From an optimization exercise on the open Yosys and OpenROAD flow, aimed at small area, a short achievable clock period and few clock cycles per item; shortcuts taken in it are not production practice.
At most, simulation tests tie the RTL to the original design; equivalence was not proved.
No activity file was given, so power comes from the tool's default toggle rates.

## bitty_core
module bitty_core (
    input clk, reset, run,                   
    input [15:0] instruction,                
    output done,                             
    output [15:0] reg_s,                     
    output [15:0] alu_result                 
);
For scale: about 1600 cells after synthesis, roughly 52 I/O pins, about 14000 um2 of cells after synthesis.
Settings: LEC_CHECK=0, ABC_AREA=1, CAP_MARGIN=20, CORE_MARGIN=2, CORE_UTILIZATION=55, CTS_BUF_LIST=sky130_fd_sc_hd__clkbuf_8, SLEW_MARGIN=20, SYNTH_HIERARCHICAL=1, SYNTH_MINIMUM_KEEP_SIZE=0; clock period 40.0 ns.
standard.sh (not shown) runs the stock make flow with config.mk's settings and CLKGATE_MAP_FILE= SYNTH_SCRIPT=/design/flow/synth_recipe.tcl, a recipe that flattens the netlist after the stock synthesis.
==> flow/flow/run.sh <==
#!/bin/bash
# Own layout flow: the standard ORFS flow (standard.sh) with these changes:
#  - synthesis maps the logic with an area-oriented abc script
#    (flow/abc_myarea.script) instead of ORFS's delay-oriented one; the
#    flip-flops, flattening and renaming are the standard flow's (synth_recipe.tcl);
#  - the port buffers that placement inserts are buf_2 cells;
#  - the extra ORFS make variables in flow/make_args.txt, if any (one per
#    line), are passed to every make call.
# Each tool's output goes to the logs under orfs/logs and to flow_*.log here.
set -euo pipefail
HERE=$(pwd)
rm -rf scripts_mod
cp -r "$FLOW_HOME/scripts" scripts_mod
cp flow/abc_myarea.script scripts_mod/
python3 flow/patch_synth.py scripts_mod/synth.tcl
EXTRA=""
if [[ -f flow/make_args.txt ]]; then
  while read -r line; do
    [[ -n "$line" ]] && EXTRA="$EXTRA '$line'"
  done < flow/make_args.txt
fi
# standard.sh with our scripts folder, port buffer cell and extra variables
# added to its make call
sed -e "s|make -C |make SCRIPTS_DIR=$HERE/scripts_mod 'BUFFER_PORTS_ARGS=-buffer_cell sky130_fd_sc_hd__buf_2' $EXTRA -C |" standard.sh > standard_mod.sh
grep -q "SCRIPTS_DIR=$HERE/scripts_mod" standard_mod.sh
bash standard_mod.sh synth > flow_synth.log 2>&1
bash standard_mod.sh > flow_layout.log 2>&1
test -f out/final.def
==> flow/flow/abc_myarea.script <==
strash
dch
map -a
topo
stime -c
==> flow/flow/make_args.txt <==
SETUP_SLACK_MARGIN=19.9
==> flow/flow/patch_synth.py <==
#!/usr/bin/env python3
"""Patch a copy of ORFS's synth.tcl so that abc maps with abc_myarea.script
(area-oriented mapping) instead of ORFS's delay-oriented abc script. Only the
abc call changes: flip-flop mapping, flattening and renaming are untouched."""
import sys
f = sys.argv[1]
t = open(f).read()
old = '  log_cmd abc {*}$abc_args\n'
assert t.count(old) == 1, "abc call not found"
new = '  log_cmd abc {*}[lreplace $abc_args 1 1 $::env(SCRIPTS_DIR)/abc_myarea.script]\n'
open(f, 'w').write(t.replace(old, new))
The starting point finished with timing, DRC and antenna clean.
Then changed:
==> flow/flow/make_args.txt (replaced) <==
SETUP_SLACK_MARGIN=19.5
Result: Design area is lower by about 4%. Via count is lower by 3.2%. Count of clock-buffer cells in the layout stays the same. Core utilization is lower by 2.6 points. Critical path depth is lower by 8. Fmax is lower by about 1.4%. Worst setup slack loses 0.29 ns. Routed wire length is lower by about 3%. Die area does not change.
No functional check of the RTL was part of any run of this note.


bitty_core, a different RTL version from the one above (not shown whole).
Size in the first run: ~52 I/O pins, about 0.014 mm^2 of cells after synthesis.
// bitty_core
module bitty_core (
    input clk, reset, run,                   
    input [15:0] instruction,                
    output done,                             
    output [15:0] reg_s,                     
    output [15:0] alu_result                 
);
Settings: LEC_CHECK=0, ABC_AREA=1, CAP_MARGIN=20, CORE_MARGIN=2, CORE_UTILIZATION=55, CTS_BUF_LIST=sky130_fd_sc_hd__clkbuf_8, SLEW_MARGIN=20, SYNTH_HIERARCHICAL=1, SYNTH_MINIMUM_KEEP_SIZE=0; clock period 40.0 ns.
==> flow/flow/make_args.txt <==
SETUP_SLACK_MARGIN=18.5
Scripts as last shown in full above: flow/flow/run.sh, flow/flow/abc_myarea.script, flow/flow/patch_synth.py
Testbench counts at the start, summed over its fixed seeds: cycles 14,932, instrs 12,000.
==> next run, changes <==
==> flow/flow/abc_myarea.script (replaced) <==
strash
dch
amap
topo
stime -c
==> flow/flow/make_args.txt (replaced) <==
SETUP_SLACK_MARGIN=19.5
Final area went up slightly.
Via count went up slightly.
Final cell count went down slightly.
Clock skew hardly moves.
Routed wire length went up slightly.
Clock power stays flat.
==> next run, changes <==
==> flow/flow/abc_myarea.script (replaced) <==
strash
dch
map -a
topo
stime -c
--- a/flow/config.mk
+++ b/flow/config.mk
@@ -11 +11 @@
-export CORE_UTILIZATION = 55
+export CORE_UTILIZATION = 68
After rerunning:
- clock skew barely changes
- power climbs by about 2.6%
- synthesized cell count climbs by about 2.8%
- critical path depth climbs by 5
- global-route usage climbs by 7.3 points
- synthesized area climbs by 1.1%
- design area drops by about 0.3%
- setup slack loses 0.020 ns
- wire length drops by about 0.8%
- non-clock buffer count drops by 4
- count of clock-buffer cells in the layout stays the same
==> next run, changes <==
--- a/flow/config.mk
+++ b/flow/config.mk
@@ -9 +9 @@
-export CAP_MARGIN = 20
+export CAP_MARGIN = 5
@@ -11 +11 @@
-export CORE_UTILIZATION = 68
+export CORE_UTILIZATION = 55
@@ -13 +13 @@
-export SLEW_MARGIN = 20
+export SLEW_MARGIN = 5
removed: flow/flow/make_args.txt
Outcome: Total power came out lower by 1.1%; wire length went down by 0.62%; global-route usage is lower by 7.5 points; cell area goes down by 1.2%; via count falls by 5.2%; worst setup slack degrades by 2.0 ns.
==> next run, changes <==
==> flow/flow/make_args.txt (new file) <==
SETUP_SLACK_MARGIN=21.5
--- a/flow/config.mk
+++ b/flow/config.mk
@@ -9 +9 @@
-export CAP_MARGIN = 5
+export CAP_MARGIN = 20
@@ -13 +13 @@
-export SLEW_MARGIN = 5
+export SLEW_MARGIN = 20
Effect: Synthesized cell count stays the same; worst setup slack is better by 2.0 ns; cell area went up by a quarter to a third; area after synthesis stays the same; wire length went up by a quarter to a third.
==> next run, changes <==
==> flow/flow/make_args.txt (replaced) <==
SETUP_SLACK_MARGIN=19.8
What happened: First-iteration DRC count climbs slightly. Non-clock buffer count drops by 157. Design area drops by about a fifth. Critical path depth drops by 59. Setup slack improved by 0.21 ns.

==> separate check: timing with driven ports <==
Ports are ideal in the flow. The routed layouts listed here were re-timed in OpenROAD.
Step 1 sets driving cells, clkbuf_16 on the clock port and buf_2 on the other inputs (assumed; they add their load-dependent delay and slew).
Step 2 adds t to the input delays and takes it off the output delays; t is the mean of the earliest and latest rising clock arrival at the registers after step 1. Input paths then give back, and output paths get back, about the clock's delay inside the block.
Slacks: ideal / step 1 / step 2; pairs: ideal / step 1.
| run | t (ns) | setup slack, ns | worst hold slack (ns) | worst slew at a driven data input, ns |
|---|---|---|---|---|
| the first run of note 1 | 0.504 | 20.018 / 19.967 / 19.555 | 0.539 / 0.539 / 0.539 | 0.05 |
| the second run of note 1 | 0.510 | 19.727 / 19.704 / 19.680 | 0.550 / 0.550 / 0.550 | 0.03 |
| the first run of note 2 | 0.501 | 18.827 / 18.808 / 18.808 | 0.529 / 0.529 / 0.529 | 0.03 |
| the second run of note 2 | 0.519 | 19.678 / 19.655 / 19.533 | 0.532 / 0.532 / 0.532 | 0.03 |
| the third run of note 2 | 0.486 | 19.659 / 19.639 / 19.539 | 0.538 / 0.538 / 0.538 | 0.03 |
| the fourth run of note 2 | 0.502 | 17.689 / 17.668 / 17.668 | 0.529 / 0.529 / 0.529 | 0.03 |
| the fifth run of note 2 | 0.522 | 19.701 / 19.677 / 19.155 | 0.532 / 0.532 / 0.532 | 0.07 |
| the sixth run of note 2 | 0.502 | 19.914 / 19.895 / 19.546 | 0.533 / 0.533 / 0.533 | 0.03 |
After both steps setup and hold are still met in every run listed. For the fifth run of note 2, which loses most, drivers alone change the setup slack by -0.024 ns; drivers and shift together by -0.546 ns.
